What follows belongs to an exercise in optimizing a design on an open flow for small area and a short achievable clock period; a production flow would make more cautious choices.
In this exercise RTL edits were held to simulation tests only and were not proved equivalent to the original.

==> inputs of 05-03 <==
==> flow/design.v (excerpt) <==
module Filter_block_1 (
    input clk,
    input rst_n,
    input ena,
    input signed [0:15] x_in,
    output reg signed [0:31] y_out
);
  wire [15:0] x_le = x_in;    
  reg [15:0] h0;
  reg [15:0] h1;
  reg [15:0] h2;
  reg [15:0] h3;
  reg [15:0] h4;
  reg [15:0] h5;
  reg [15:0] h6;
  reg [15:0] h7;
  reg [15:0] h8;
  reg [15:0] h9;
  reg [15:0] h10;
  reg [15:0] h11;
  reg [15:0] h12;
  reg [15:0] h13;
  reg [15:0] h14;
  reg [15:0] h15;
  reg [15:0] h16;
  reg [15:0] h17;
  reg [15:0] h18;
  reg [15:0] h19;
  reg [15:0] h20;
  reg [15:0] h21;
  reg [15:0] h22;
  reg [15:0] h23;
  reg [15:0] h24;
  reg [15:0] h25;
  reg [15:0] h26;
  reg [15:0] h27;
  reg [15:0] h28;
  reg [15:0] h29;
  reg [15:0] h30;
  reg [15:0] h31;
  reg [15:0] h32;
  reg [15:0] h33;
  reg [15:0] h34;
  reg [15:0] h35;
  reg [15:0] h36;
  reg [15:0] h37;
  reg [15:0] h38;
  reg [15:0] h39;
  reg [15:0] h40;
  reg [15:0] h41;
  reg [15:0] h42;
  reg [15:0] h43;
  reg [15:0] h44;
  reg [15:0] h45;
  reg [15:0] h46;
  reg [15:0] h47;
  reg [15:0] h48;
  reg [15:0] h49;
  reg [15:0] h50;
  reg [15:0] h51;
  reg [15:0] h52;
  reg [15:0] h53;
  reg [15:0] h54;
  reg [15:0] h55;
  reg [15:0] h56;
  reg [15:0] h57;
  reg [15:0] h58;
  always @(posedge clk or negedge rst_n) begin
    if (!rst_n) begin
      h0 <= 16'd0;
      h1 <= 16'd0;
      h2 <= 16'd0;
      h3 <= 16'd0;
      h4 <= 16'd0;
      h5 <= 16'd0;
      h6 <= 16'd0;
      h7 <= 16'd0;
      h8 <= 16'd0;
      h9 <= 16'd0;
      h10 <= 16'd0;
      h11 <= 16'd0;
      h12 <= 16'd0;
      h13 <= 16'd0;
      h14 <= 16'd0;
      h15 <= 16'd0;
      h16 <= 16'd0;
      h17 <= 16'd0;
      h18 <= 16'd0;
      h19 <= 16'd0;
      h20 <= 16'd0;
      h21 <= 16'd0;
      h22 <= 16'd0;
      h23 <= 16'd0;
      h24 <= 16'd0;
      h25 <= 16'd0;
      h26 <= 16'd0;
  ...
clock: 16.0 ns
lec_check: 0
cap_margin: 20
core_margin: 2
core_utilization: 55
cts_buf_list: sky130_fd_sc_hd__clkbuf_8
slew_margin: 20
synth_hierarchical: 1
synth_minimum_keep_size: 0
standard.sh (not shown) runs the stock make flow with config.mk's settings and CLKGATE_MAP_FILE= SYNTH_SCRIPT=/design/flow/synth_recipe.tcl, a recipe that flattens the netlist after the stock synthesis.
==> flow/flow/run.sh <==
#!/bin/bash
# Standard layout (the standard.sh: ORFS synth .. finish), with repair_timing
# asked to keep a setup margin, so that the timing repair after placement, CTS and
# global routing works on paths longer than (period - margin). The SDC, the clock
# period and every other setting are the design's.
set -euo pipefail
MARGIN=$(cat flow/margin.txt)
bash standard.sh SETUP_SLACK_MARGIN=$MARGIN finish > standard_make.log 2>&1
==> flow/flow/margin.txt <==
11.5
==> inputs of 08-02, as changes to 05-03 <==
==> flow/flow/run.sh (replaced) <==
#!/bin/bash
# Standard layout (the standard.sh: ORFS synth .. finish) with two changes:
#  - repair_timing is asked to keep a setup margin (flow/margin.txt), so that the timing
#    repair after placement, CTS and global routing works on paths longer than
#    (period - margin);
#  - after placement, the buffer trees of the high-fanout inputs ena and rst_n are rebuilt
#    as balanced two-level trees (flow/hfn2.tcl); their port buffers stay.
# The SDC, the clock period and every other setting are the design's.
set -euo pipefail
MARGIN=$(cat flow/margin.txt)
RES=orfs/results/sky130hd/Filter_block_1/base
bash standard.sh SETUP_SLACK_MARGIN=$MARGIN place > standard_place.log 2>&1
PLATFORM_DIR=$FLOW_HOME/platforms/sky130hd HFN_IN=$RES/3_place.odb HFN_SDC=$RES/3_place.sdc \
  HFN_PORTS="ena rst_n" HFN_LEAVES=40 HFN_MIDS=6 \
  HFN_LEAF_CELL=sky130_fd_sc_hd__buf_8 HFN_MID_CELL=sky130_fd_sc_hd__buf_16 \
  HFN_OUT=$RES/3_place_hfn.odb \
  openroad -no_init -exit flow/hfn2.tcl > hfn.log 2>&1
mv $RES/3_place_hfn.odb $RES/3_place.odb
bash standard.sh SETUP_SLACK_MARGIN=$MARGIN finish > standard_finish.log 2>&1
==> flow/flow/hfn2.tcl (new file) <==
# Rebuild the buffer trees of the high-fanout input nets (HFN_PORTS) after placement.
# Each port keeps its port buffer; the buffers chained behind it are removed, and its loads
# are split by location into about HFN_LEAVES groups, each driven by a leaf buffer at the
# group's centre; the leaf buffers are driven through HFN_MIDS middle buffers.
set platform_dir $::env(PLATFORM_DIR)
read_liberty $platform_dir/lib/sky130_fd_sc_hd__tt_025C_1v80.lib
read_db $::env(HFN_IN)
read_sdc $::env(HFN_SDC)
source $platform_dir/setRC.tcl
set db [ord::get_db]
set blk [ord::get_db_block]
proc tree_bufs {net} {
  set out {}
  foreach it [$net getITerms] {
    if {[$it isOutputSignal]} continue
    set inst [$it getInst]
    set m [[$inst getMaster] getName]
    if {[regexp {__buf_|__bufbuf_|__clkbuf_|__clkdlybuf|__dlygate|__dlymetal|__bufinv} $m]} {
      lappend out [$inst getName]
      set on [[$inst findITerm X] getNet]
      set out [concat $out [tree_bufs $on]]
    }
  }
  return $out
}
proc loc {it} {
  set inst [$it getInst]
  set b [$inst getBBox]
  return [list [expr {([$b xMin] + [$b xMax]) / 2}] [expr {([$b yMin] + [$b yMax]) / 2}]]
}
# split items (each {x y payload}) into about n groups by location
proc split_groups {items n} {
  set nx [expr {max(1, int(round(sqrt($n))))}]
  set ny [expr {max(1, int(ceil(double($n) / $nx)))}]
  set items [lsort -integer -index 0 $items]
  set per [expr {int(ceil(double([llength $items]) / $nx))}]
  set groups {}
  for {set i 0} {$i < [llength $items]} {incr i $per} {
    set col [lsort -integer -index 1 [lrange $items $i [expr {$i + $per - 1}]]]
    set per2 [expr {int(ceil(double([llength $col]) / $ny))}]
    for {set k 0} {$k < [llength $col]} {incr k $per2} {
      lappend groups [lrange $col $k [expr {$k + $per2 - 1}]]
    }
  }
  return $groups
}
proc centre {group} {
  set sx 0; set sy 0
  foreach e $group { incr sx [lindex $e 0]; incr sy [lindex $e 1] }
  set n [llength $group]
  return [list [expr {$sx / $n}] [expr {$sy / $n}]]
}
set cnt 0
proc mkbuf {master innet} {
  global blk cnt
  incr cnt
  set inst [odb::dbInst_create $blk $master "hfnbuf_$cnt"]
  set net [odb::dbNet_create $blk "hfnnet_$cnt"]
  [$inst findITerm A] connect $innet
  [$inst findITerm X] connect $net
  return [list $inst $net]
}
set leafm [$db findMaster $::env(HFN_LEAF_CELL)]
set midm [$db findMaster $::env(HFN_MID_CELL)]
foreach p $::env(HFN_PORTS) {
  set pn [[$blk findBTerm $p] getNet]
  set pb ""
  foreach it [$pn getITerms] { if {[$it isInputSignal]} { set pb [$it getInst] } }
  set onet [[$pb findITerm X] getNet]
  set names [tree_bufs $onet]
  puts "HFN $p: port buffer [$pb getName], removing [llength $names] tree buffers"
  if {[llength $names]} { remove_buffers {*}$names }
  set onet [[$pb findITerm X] getNet]
  set items {}
  foreach it [$onet getITerms] {
    if {[$it isOutputSignal]} continue
    lappend items [concat [loc $it] [list $it]]
  }
  puts "HFN $p: [llength $items] loads"
  set leaves {}
  foreach g [split_groups $items $::env(HFN_LEAVES)] {
    lassign [mkbuf $leafm $onet] inst net
    foreach e $g { set it [lindex $e 2]; $it disconnect; $it connect $net }
    lassign [centre $g] x y
    $inst setLocation $x $y
    $inst setPlacementStatus PLACED
    lappend leaves [list $x $y $inst]
  }
  foreach g [split_groups $leaves $::env(HFN_MIDS)] {
    lassign [mkbuf $midm $onet] inst net
    foreach e $g { set it [[lindex $e 2] findITerm A]; $it disconnect; $it connect $net }
    lassign [centre $g] x y
    $inst setLocation $x $y
    $inst setPlacementStatus PLACED
  }
}
detailed_placement
estimate_parasitics -placement
foreach p $::env(HFN_PORTS) {
  report_checks -from [get_ports $p] -fields {fanout cap slew}
}
report_design_area
write_db $::env(HFN_OUT)
==> flow/flow/margin.txt (replaced) <==
11.8
CAP_MARGIN = 70   (was 20)
CTS_BUF_LIST = unset   (was sky130_fd_sc_hd__clkbuf_8)
SLEW_MARGIN = 70   (was 20)
==> flow_summary.ini <==
[layout]
fin_util_pct = 61.3
final_nets = 7103
final_cells = 7409
regArea_sq_um = 29700

[critical_path]
endpoint_kind = output port
cp_max_fo = 2
critPathKind = register to output port
worst_path_largest_cell_delay_ns = 0.40

[timing]
setup_ws_ns = 11.32

[status]
outcome = complete, no violations

[global_routing]
grt_antenna_before_repair = 3

[drt]
drt-vias-per-instance = 5.47
met1_length_um = 80500
the above is filed under 05-03

==> flow_summary.ini <==
[status]
outcome = complete, no violations

[layout]
final_nets = 7217
regArea_sq_um = 29800
final_cells = 7457

[drt]
met1_length_um = 88200
drt-vias-per-instance = 5.51

[timing]
setup_ws_ns = 11.43

[critical_path]
critPathKind = register to register
cp_max_fo = 4
endpoint_kind = register

[power]
the above is filed under 08-02


==> v28 <==
Starting RTL as in the previous note.
Settings: LEC_CHECK=0, CAP_MARGIN=20, CORE_MARGIN=2, CORE_UTILIZATION=55, CTS_BUF_LIST=sky130_fd_sc_hd__clkbuf_16, CTS_CLUSTER_DIAMETER=80, CTS_CLUSTER_SIZE=26, SLEW_MARGIN=20, SYNTH_HIERARCHICAL=1, SYNTH_MINIMUM_KEEP_SIZE=0; clock period 16.0 ns.
==> flow/flow/run.sh <==
#!/bin/bash
# Standard layout (the standard.sh: ORFS synth .. finish) with two changes:
#  - repair_timing is asked to keep a setup margin (flow/margin.txt), so that the timing
#    repair after placement, CTS and global routing works on paths longer than
#    (period - margin);
#  - after placement, the buffer trees of the high-fanout inputs ena and rst_n are rebuilt
#    as balanced two-level trees (flow/hfn2.tcl); their port buffers stay.
# The SDC, the clock period and every other setting are the design's.
set -euo pipefail
MARGIN=$(cat flow/margin.txt)
RES=orfs/results/sky130hd/Filter_block_1/base
bash standard.sh SETUP_SLACK_MARGIN=$MARGIN place > standard_place.log 2>&1
PLATFORM_DIR=$FLOW_HOME/platforms/sky130hd HFN_IN=$RES/3_place.odb HFN_SDC=$RES/3_place.sdc \
  HFN_PORTS="ena rst_n" HFN_LEAVES=40 HFN_MIDS=6 \
  HFN_LEAF_CELL=sky130_fd_sc_hd__buf_8 HFN_MID_CELL=sky130_fd_sc_hd__buf_16 \
  HFN_OUT=$RES/3_place_hfn.odb \
  openroad -no_init -exit flow/hfn2.tcl > hfn.log 2>&1
mv $RES/3_place_hfn.odb $RES/3_place.odb
bash standard.sh SETUP_SLACK_MARGIN=$MARGIN finish > standard_finish.log 2>&1
==> flow/flow/margin.txt <==
11.5
Other scripts of this flow, unchanged in this note and not shown: flow/flow/hfn2.tcl
==> v12 (differences from v28) <==
==> flow/flow/margin.txt (replaced) <==
11.3
--- a/flow/config.mk
+++ b/flow/config.mk
@@ -7,9 +7,6 @@
 export LEC_CHECK = 0
-export CAP_MARGIN = 20
+export CAP_MARGIN = 70
 export CORE_MARGIN = 2
 export CORE_UTILIZATION = 55
-export CTS_BUF_LIST = sky130_fd_sc_hd__clkbuf_16
-export CTS_CLUSTER_DIAMETER = 80
-export CTS_CLUSTER_SIZE = 26
-export SLEW_MARGIN = 20
+export SLEW_MARGIN = 70
 export SYNTH_HIERARCHICAL = 1
==> qor summary <==
metric                                                                            v12         v28
Run status                                           no timing/DRC/antenna violations  no timing/DRC/antenna violations
Share of post-route cells with drive strength above 1                           30.6%       34.4%
Clock-cell share of area                                                        5.27%       3.42%
Antenna violations before repair                                                    3           2
Critical path destination                                                      r4[15]   y_out[27]
Classification of the worst setup path                                        reg2reg     reg2out
Number of search-and-repair iterations in the first detailed-routing pass           7           8
Critical R2R Launch                                                            h39[6]     h19[11]
First-pass GRT wire length                                                     308 mm      307 mm
Number of nets at the end of the flow                                           6,993       7,034
Smallest setup slack after layout                                            11.32 ns    11.54 ns
Critical register-to-register path endpoint                                    r4[15]      r2[31]
Number of instances resized during post-cts repair                                 53         195
Post-route cell area                                                       0.0900 mm²  0.0893 mm²

==> maple: inputs <==
Starting RTL as in the previous note.
export LEC_CHECK = 0
export CAP_MARGIN = 70
export CORE_MARGIN = 2
export CORE_UTILIZATION = 55
export CTS_BUF_LIST = sky130_fd_sc_hd__clkbuf_8 sky130_fd_sc_hd__clkbuf_16
export CTS_CLUSTER_DIAMETER = 50
export CTS_CLUSTER_SIZE = 20
export SLEW_MARGIN = 70
export SYNTH_HIERARCHICAL = 1
export SYNTH_MINIMUM_KEEP_SIZE = 0
create_clock -name core_clock -period 16.0 [get_ports {clk}]
==> flow/flow/run.sh <==
#!/bin/bash
# Standard layout (the standard.sh: ORFS synth .. finish), with repair_timing
# asked to keep a setup margin, so that the timing repair after placement, CTS and
# global routing works on paths longer than (period - margin). The SDC, the clock
# period and every other setting are the design's.
set -euo pipefail
MARGIN=$(cat flow/margin.txt)
bash standard.sh SETUP_SLACK_MARGIN=$MARGIN finish > standard_make.log 2>&1
==> flow/flow/margin.txt <==
11.5
==> inputs of juniper, as changes to maple <==
==> flow/flow/run.sh (replaced) <==
#!/bin/bash
# Standard layout (the standard.sh: ORFS synth .. finish) with two changes:
#  - repair_timing is asked to keep a setup margin (flow/margin.txt), so that the timing
#    repair after placement, CTS and global routing works on paths longer than
#    (period - margin);
#  - after placement, the buffer trees of the high-fanout inputs ena and rst_n are rebuilt
#    as balanced two-level trees (flow/hfn2.tcl); their port buffers stay.
# The SDC, the clock period and every other setting are the design's.
set -euo pipefail
MARGIN=$(cat flow/margin.txt)
RES=orfs/results/sky130hd/Filter_block_1/base
bash standard.sh SETUP_SLACK_MARGIN=$MARGIN place > standard_place.log 2>&1
PLATFORM_DIR=$FLOW_HOME/platforms/sky130hd HFN_IN=$RES/3_place.odb HFN_SDC=$RES/3_place.sdc \
  HFN_PORTS="ena rst_n" HFN_LEAVES=40 HFN_MIDS=6 \
  HFN_LEAF_CELL=sky130_fd_sc_hd__buf_8 HFN_MID_CELL=sky130_fd_sc_hd__buf_16 \
  HFN_OUT=$RES/3_place_hfn.odb \
  openroad -no_init -exit flow/hfn2.tcl > hfn.log 2>&1
mv $RES/3_place_hfn.odb $RES/3_place.odb
bash standard.sh SETUP_SLACK_MARGIN=$MARGIN finish > standard_finish.log 2>&1
==> flow/flow/hfn2.tcl (new file) <==
# Rebuild the buffer trees of the high-fanout input nets (HFN_PORTS) after placement.
# Each port keeps its port buffer; the buffers chained behind it are removed, and its loads
# are split by location into about HFN_LEAVES groups, each driven by a leaf buffer at the
# group's centre; the leaf buffers are driven through HFN_MIDS middle buffers.
set platform_dir $::env(PLATFORM_DIR)
read_liberty $platform_dir/lib/sky130_fd_sc_hd__tt_025C_1v80.lib
read_db $::env(HFN_IN)
read_sdc $::env(HFN_SDC)
source $platform_dir/setRC.tcl
set db [ord::get_db]
set blk [ord::get_db_block]
proc tree_bufs {net} {
  set out {}
  foreach it [$net getITerms] {
    if {[$it isOutputSignal]} continue
    set inst [$it getInst]
    set m [[$inst getMaster] getName]
    if {[regexp {__buf_|__bufbuf_|__clkbuf_|__clkdlybuf|__dlygate|__dlymetal|__bufinv} $m]} {
      lappend out [$inst getName]
      set on [[$inst findITerm X] getNet]
      set out [concat $out [tree_bufs $on]]
    }
  }
  return $out
}
proc loc {it} {
  set inst [$it getInst]
  set b [$inst getBBox]
  return [list [expr {([$b xMin] + [$b xMax]) / 2}] [expr {([$b yMin] + [$b yMax]) / 2}]]
}
# split items (each {x y payload}) into about n groups by location
proc split_groups {items n} {
  set nx [expr {max(1, int(round(sqrt($n))))}]
  set ny [expr {max(1, int(ceil(double($n) / $nx)))}]
  set items [lsort -integer -index 0 $items]
  set per [expr {int(ceil(double([llength $items]) / $nx))}]
  set groups {}
  for {set i 0} {$i < [llength $items]} {incr i $per} {
    set col [lsort -integer -index 1 [lrange $items $i [expr {$i + $per - 1}]]]
    set per2 [expr {int(ceil(double([llength $col]) / $ny))}]
    for {set k 0} {$k < [llength $col]} {incr k $per2} {
      lappend groups [lrange $col $k [expr {$k + $per2 - 1}]]
    }
  }
  return $groups
}
proc centre {group} {
  set sx 0; set sy 0
  foreach e $group { incr sx [lindex $e 0]; incr sy [lindex $e 1] }
  set n [llength $group]
  return [list [expr {$sx / $n}] [expr {$sy / $n}]]
}
set cnt 0
proc mkbuf {master innet} {
  global blk cnt
  incr cnt
  set inst [odb::dbInst_create $blk $master "hfnbuf_$cnt"]
  set net [odb::dbNet_create $blk "hfnnet_$cnt"]
  [$inst findITerm A] connect $innet
  [$inst findITerm X] connect $net
  return [list $inst $net]
}
set leafm [$db findMaster $::env(HFN_LEAF_CELL)]
set midm [$db findMaster $::env(HFN_MID_CELL)]
foreach p $::env(HFN_PORTS) {
  set pn [[$blk findBTerm $p] getNet]
  set pb ""
  foreach it [$pn getITerms] { if {[$it isInputSignal]} { set pb [$it getInst] } }
  set onet [[$pb findITerm X] getNet]
  set names [tree_bufs $onet]
  puts "HFN $p: port buffer [$pb getName], removing [llength $names] tree buffers"
  if {[llength $names]} { remove_buffers {*}$names }
  set onet [[$pb findITerm X] getNet]
  set items {}
  foreach it [$onet getITerms] {
    if {[$it isOutputSignal]} continue
    lappend items [concat [loc $it] [list $it]]
  }
  puts "HFN $p: [llength $items] loads"
  set leaves {}
  foreach g [split_groups $items $::env(HFN_LEAVES)] {
    lassign [mkbuf $leafm $onet] inst net
    foreach e $g { set it [lindex $e 2]; $it disconnect; $it connect $net }
    lassign [centre $g] x y
    $inst setLocation $x $y
    $inst setPlacementStatus PLACED
    lappend leaves [list $x $y $inst]
  }
  foreach g [split_groups $leaves $::env(HFN_MIDS)] {
    lassign [mkbuf $midm $onet] inst net
    foreach e $g { set it [[lindex $e 2] findITerm A]; $it disconnect; $it connect $net }
    lassign [centre $g] x y
    $inst setLocation $x $y
    $inst setPlacementStatus PLACED
  }
}
detailed_placement
estimate_parasitics -placement
foreach p $::env(HFN_PORTS) {
  report_checks -from [get_ports $p] -fields {fanout cap slew}
}
report_design_area
write_db $::env(HFN_OUT)
==> flow/flow/margin.txt (replaced) <==
11.6
Settings changed: CAP_MARGIN 70 to 20, CTS_BUF_LIST sky130_fd_sc_hd__clkbuf_8 sky130_fd_sc_hd__clkbuf_16 to sky130_fd_sc_hd__clkbuf_16, CTS_CLUSTER_DIAMETER 50 to 100, CTS_CLUSTER_SIZE 20 to 22, SLEW_MARGIN 70 to 20.
==> results.yml <==
global_route:
  grt_max_degree: 57
  grtUsageMet3: 0.0385
run_status:
  status: "complete, no violations"
timing:
  skew_ns: 0.0266
layout:
  mostFrequentLayoutCells: "1,607 x fa_1, 1,111 x mux2_2, 953 x dfrtp_1, 511 x inv_1, 157 x clkbuf_16"
  area_growth_pct: 13.2
placed_design:
  placed_cell_area_um2: 85000
setup_path:
  slowest_delay_ns: 0.40
routing:
  highest_layer: "met5"
clock_network:
  clkLatencyLatePin_ns: 0.79
the above is filed under maple

==> results.yml <==
run_status:
  status: "complete, no violations"
timing:
  setup_viol: 0
  skew_ns: 0.0254
global_route:
  grt_max_degree: 30
  grtUsageMet3: 0.0296
placed_design:
  placed_cell_area_um2: 83700
layout:
  mostFrequentLayoutCells: "1,479 x fa_1, 1,099 x mux2_2, 884 x dfrtp_1, 497 x inv_1, 189 x dfrtp_2"
  area_growth_pct: 10.2
routing:
  highest_layer: "met4"
  drtIter0Drc: 2281
setup_path:
  slowest_delay_ns: 0.60
the above is filed under juniper

re-timing with driven ports:
No port has a modelled driver above. Below, the same layouts with a new extraction and two added sets of constraints. Step 1 sets driving cells, clkbuf_16 on the clock port and buf_2 on the other inputs (assumed; they add their load-dependent delay and slew). Step 2, shift: input delay + t, output delay - t, t = (earliest + latest rising clock arrival at the registers) / 2. This alone moves slack from input paths to output paths. a / b / c = ideal / step 1 / step 2; a / b = the first two.
run | t (ns) | setup slack, ns | hold slack, ns | worst setup path after step 2
05-03 | 0.977 | 11.324 / 11.250 / 10.456 | 0.473 / 0.473 / 0.473 | input to register
08-02 | 0.847 | 11.430 / 11.345 / 11.109 | 0.491 / 0.491 / 0.491 | input to register
v28 | 0.779 | 11.537 / 11.464 / 10.937 | 0.481 / 0.481 / 0.481 | input to register
v12 | 0.826 | 11.315 / 11.270 / 11.188 | 0.471 / 0.471 / 0.471 | input to register
maple | 0.845 | 11.474 / 11.398 / 10.636 | 0.474 / 0.474 / 0.474 | input to register
juniper | 0.762 | 11.471 / 11.471 / 10.911 | 0.490 / 0.490 / 0.490 | input to register
After both steps every run listed still meets setup and hold. For 05-03, which loses most, drivers alone change the setup slack by -0.074 ns; drivers and shift together by -0.868 ns.
